This is an optimization exercise on Yosys and OpenROAD, whose aim is small area, not a production implementation. Function was checked by simulation only, so behaviour that the tests miss may differ from the original. Power figures rest on the tool's default switching activity, not on a simulated workload.

run A:
// k580vm80a
module k580vm80a
(
   input         pin_clk,        
   input         pin_f1,         
   input         pin_f2,         
   input         pin_reset,      
   output [15:0] pin_a,          
   output  [7:0] pin_dout,       
   input   [7:0] pin_din,        
   output        pin_aena,       
   output        pin_dena,       
   input         pin_hold,      
   output        pin_hlda,      
   input         pin_ready,     
   output        pin_wait,      
   input         pin_int,       
   output        pin_inte,      
   output        pin_sync,      
   output        pin_dbin,      
   output        pin_wr_n
);
wire  [7:0]    d;
reg   [7:0]    db;
wire  [7:0]    di;
reg   [15:0]   a;
wire           clk, f1, f2;
reg            abufena, db_ena, dbin_pin;
wire           dbinf2;
reg            reset;
wire           ready;
wire           dbin_ext;
reg            t404, t382, t735;
wire           t383;
wire           t773;
reg            hold, hlda_pin;
wire           hlda, h889;
reg            wr_n, t1124, sync;
wire           t1011;
wire           ready_int;
reg   [15:0]   r16_pc, r16_hl, r16_de, r16_bc, r16_sp, r16_wz, mxo;
wire  [15:0]   mxi;
wire           mxr0, mxr1, mxr2, mxr3, mxr4, mxr5;
wire           mxwh, mxwl, mxrh, mxrl, mxw16, mxwadr;
wire           dec16, inc16, iad16;
reg            xchg_dh, t3144;
wire           t1460, t1467, t1513, t1514, t1519;
wire           sy_inta, sy_wo_n, sy_hlta, sy_out, sy_m1, sy_inp, sy_memr;
wire           thalt, twt2;
reg            t1, t2, tw, t3, t4, t5;
reg            twf1;
wire           t1f1, t2f1, t3f1, t4f1, t5f1;
reg            m1, m2, m3, m4, m5;
wire           m1f1;
wire           m2f1, m3f1, m4f1, m5f1;
wire           start, ms0, ms1, m836, m839, m871;
  ...
export LEC_CHECK = 0
export ABC_AREA = 1
export CAP_MARGIN = 20
export CORE_MARGIN = 2
export CORE_UTILIZATION = 55
export CTS_BUF_LIST = sky130_fd_sc_hd__clkbuf_8
export CTS_CLUSTER_DIAMETER = 60
export CTS_CLUSTER_SIZE = 16
export GPL_TIMING_DRIVEN = 0
export SLEW_MARGIN = 20
create_clock -name core_clock -period 8.0 [get_ports {pin_clk}]
standard.sh (not shown) runs the stock make flow with config.mk's settings and CLKGATE_MAP_FILE= SYNTH_SCRIPT=/design/flow/synth_recipe.tcl, a recipe that flattens the netlist after the stock synthesis.
==> flow/flow/run.sh <==
#!/bin/bash
# The standard layout (standard.sh), with these changes:
#  - synthesis maps the logic with an area-oriented ABC script (flow/abc_area.script,
#    used in place of ORFS's abc_area.script; ABC does not touch the registers),
#    and leaves adders to ABC instead of extracting full/half-adder cells first;
#  - port buffers use the smallest buffer cell;
#  - clock tree synthesis inserts no dummy loads.
# The make output is in ./logs_flow/standard.log, each step's log under orfs/logs.
set -euo pipefail
here=$PWD
mkdir -p "$here/logs_flow"
rm -rf "$here/scripts_area"
cp -r "$FLOW_HOME/scripts" "$here/scripts_area"
cp "$here/flow/abc_area.script" "$here/scripts_area/abc_area.script"
bash "$here/standard.sh" SCRIPTS_DIR="$here/scripts_area" ADDER_MAP_FILE= \
     BUFFER_PORTS_ARGS="-buffer_cell sky130_fd_sc_hd__buf_1" \
     CTS_ARGS="-sink_clustering_enable -repair_clock_nets -sink_clustering_size 16 -sink_clustering_max_diameter 60 -buf_list sky130_fd_sc_hd__clkbuf_8 -dont_use_dummy_load" \
     finish > "$here/logs_flow/standard.log" 2>&1
==> flow/flow/abc_area.script <==
strash
ifraig
balance
rewrite
refactor
balance
rewrite
rewrite -z
balance
refactor -z
rewrite -z
balance
dc2
dch -f
amap -F 4 -A 8
strash
balance
rewrite
refactor
balance
rewrite
rewrite -z
balance
refactor -z
rewrite -z
balance
dch -f
amap -F 4 -A 8
strash
balance
rewrite
refactor
balance
rewrite
rewrite -z
balance
refactor -z
rewrite -z
balance
dch -f
amap -F 4 -A 8
topo
Every stage of the flow completed for run A, and the final layout passed the timing, DRC and antenna checks.
> inputs changed (run A -> run B)
Settings: a deleted GPL_TIMING_DRIVEN that had been 0.
==> flow/flow/abc_area.script <==
strash
balance
rewrite
refactor
balance
rewrite
rewrite -z
balance
refactor -z
rewrite -z
balance
dch -f
amap -F 4 -A 8
topo
Findings:
Clock period minus worst slack: run B lower than run A. When the final numbers for run B and run A were put side by side, the average wire per standard cell turned out to be smaller in run A. Compared with run A, run B shows a higher final-layout clock buffer total. Run B vs run A — area growth from synthesis to layout rose 0.93 points. The lower effective utilization at floorplan of run B and run A is in run B. When run B is measured against run A, its instance count on the critical path turns out about 3.6% higher. Comparing mean number of vias per cell for run B and run A, the bigger number came from run A. ~same post-synthesis share of cell area spent on xor and xnor gates in run B and run A. As far as utilization is concerned, run A and run B perform about the same. [run B] portion of total power attributed to combinational logic rose 0.8 points relative to run A. According to the power report, total power for run B is higher than for run A.
### run B -> run C
Settings: GPL_TIMING_DRIVEN now 0, previously not set; CTS_BUF_LIST now sky130_fd_sc_hd__clkbuf_4, was sky130_fd_sc_hd__clkbuf_8; CTS_CLUSTER_SIZE now 10, was 16; CAP_MARGIN now 10, was 20; SLEW_MARGIN now 10, was 20; CTS_CLUSTER_DIAMETER now 40, was 60.
-- flow/flow/run.sh --
<<< run B, line 17
     CTS_ARGS="-sink_clustering_enable -repair_clock_nets -sink_clustering_size 16 -sink_clustering_max_diameter 60 -buf_list sky130_fd_sc_hd__clkbuf_8 -dont_use_dummy_load" \
>>> run C, line 17
     CTS_ARGS="-sink_clustering_enable -repair_clock_nets -sink_clustering_size 10 -sink_clustering_max_diameter 40 -buf_list sky130_fd_sc_hd__clkbuf_4 -dont_use_dummy_load" \
-- flow/flow/abc_area.script --
<<< run B, line 1
>>> run C, line 1
strash
ifraig
balance
rewrite
refactor
balance
rewrite
rewrite -z
balance
refactor -z
rewrite -z
balance
dc2
dch -f
amap -F 4 -A 8
strash
balance
rewrite
refactor
balance
rewrite
rewrite -z
balance
refactor -z
rewrite -z
balance
dch -f
amap -F 4 -A 8
--- outcome ---
- Run C has met1 track demand over resource in global routing below what run B had.
- The detailed placement HPWL of run C was superior to that of run B.
- Run C vs run B on wire length on met2: run C is the lower one.
Changes in run D relative to run C:
Settings: a change of CAP_MARGIN from 10 to 20; a deleted GPL_TIMING_DRIVEN that had been 0; a change of CORE_UTILIZATION from 55 to 65; a change of SLEW_MARGIN from 10 to 20.
==> flow/flow/abc_area.script <==
strash
balance
rewrite
refactor
balance
rewrite
rewrite -z
balance
refactor -z
rewrite -z
balance
dch -f
amap -F 4 -A 8
topo
Notes after the runs:
- As of run D, synthesized cell count had risen by a few percent compared to run C.
- Mean number of vias per cell (run D over run C): increase, 6.7%
- The clock buffer and inverter area fraction after layout on run D is in line with that on run C.
- In the flow results for run C and run D, the initial cell density of the core is smaller on run C.
- Relative to run C, the post-route met1 wirelength of run D is lower by 340 um.

[static timing again, ports no longer ideal]
The results above use ideal ports. As a check the final layouts listed here were re-extracted and re-timed, cells and wires unchanged. Step 1 sets driving cells, clkbuf_16 on the clock port and buf_2 on the other inputs (assumed; they add their load-dependent delay and slew). Step 2, shift: input delay + t, output delay - t, t = (earliest + latest rising clock arrival at the registers) / 2. This alone moves slack from input paths to output paths. Three values: no drivers, after step 1, after step 2; two values: the first two.
run | t, ns | setup WS [ns] | slew at the worst register clock pin (ns) | worst slew at a driven data input, ns
run A | 0.555 | 0.675 / 0.675 / 0.675 | 0.11 / 0.11 | 0.07
run B | 0.564 | 0.696 / 0.696 / 0.696 | 0.11 / 0.11 | 0.03
run C | 0.715 | 0.699 / 0.699 / 0.699 | 0.11 / 0.11 | 0.07
run D | 0.696 | 0.850 / 0.850 / 0.850 | 0.11 / 0.11 | 0.04
After both steps every run listed still meets setup and hold.
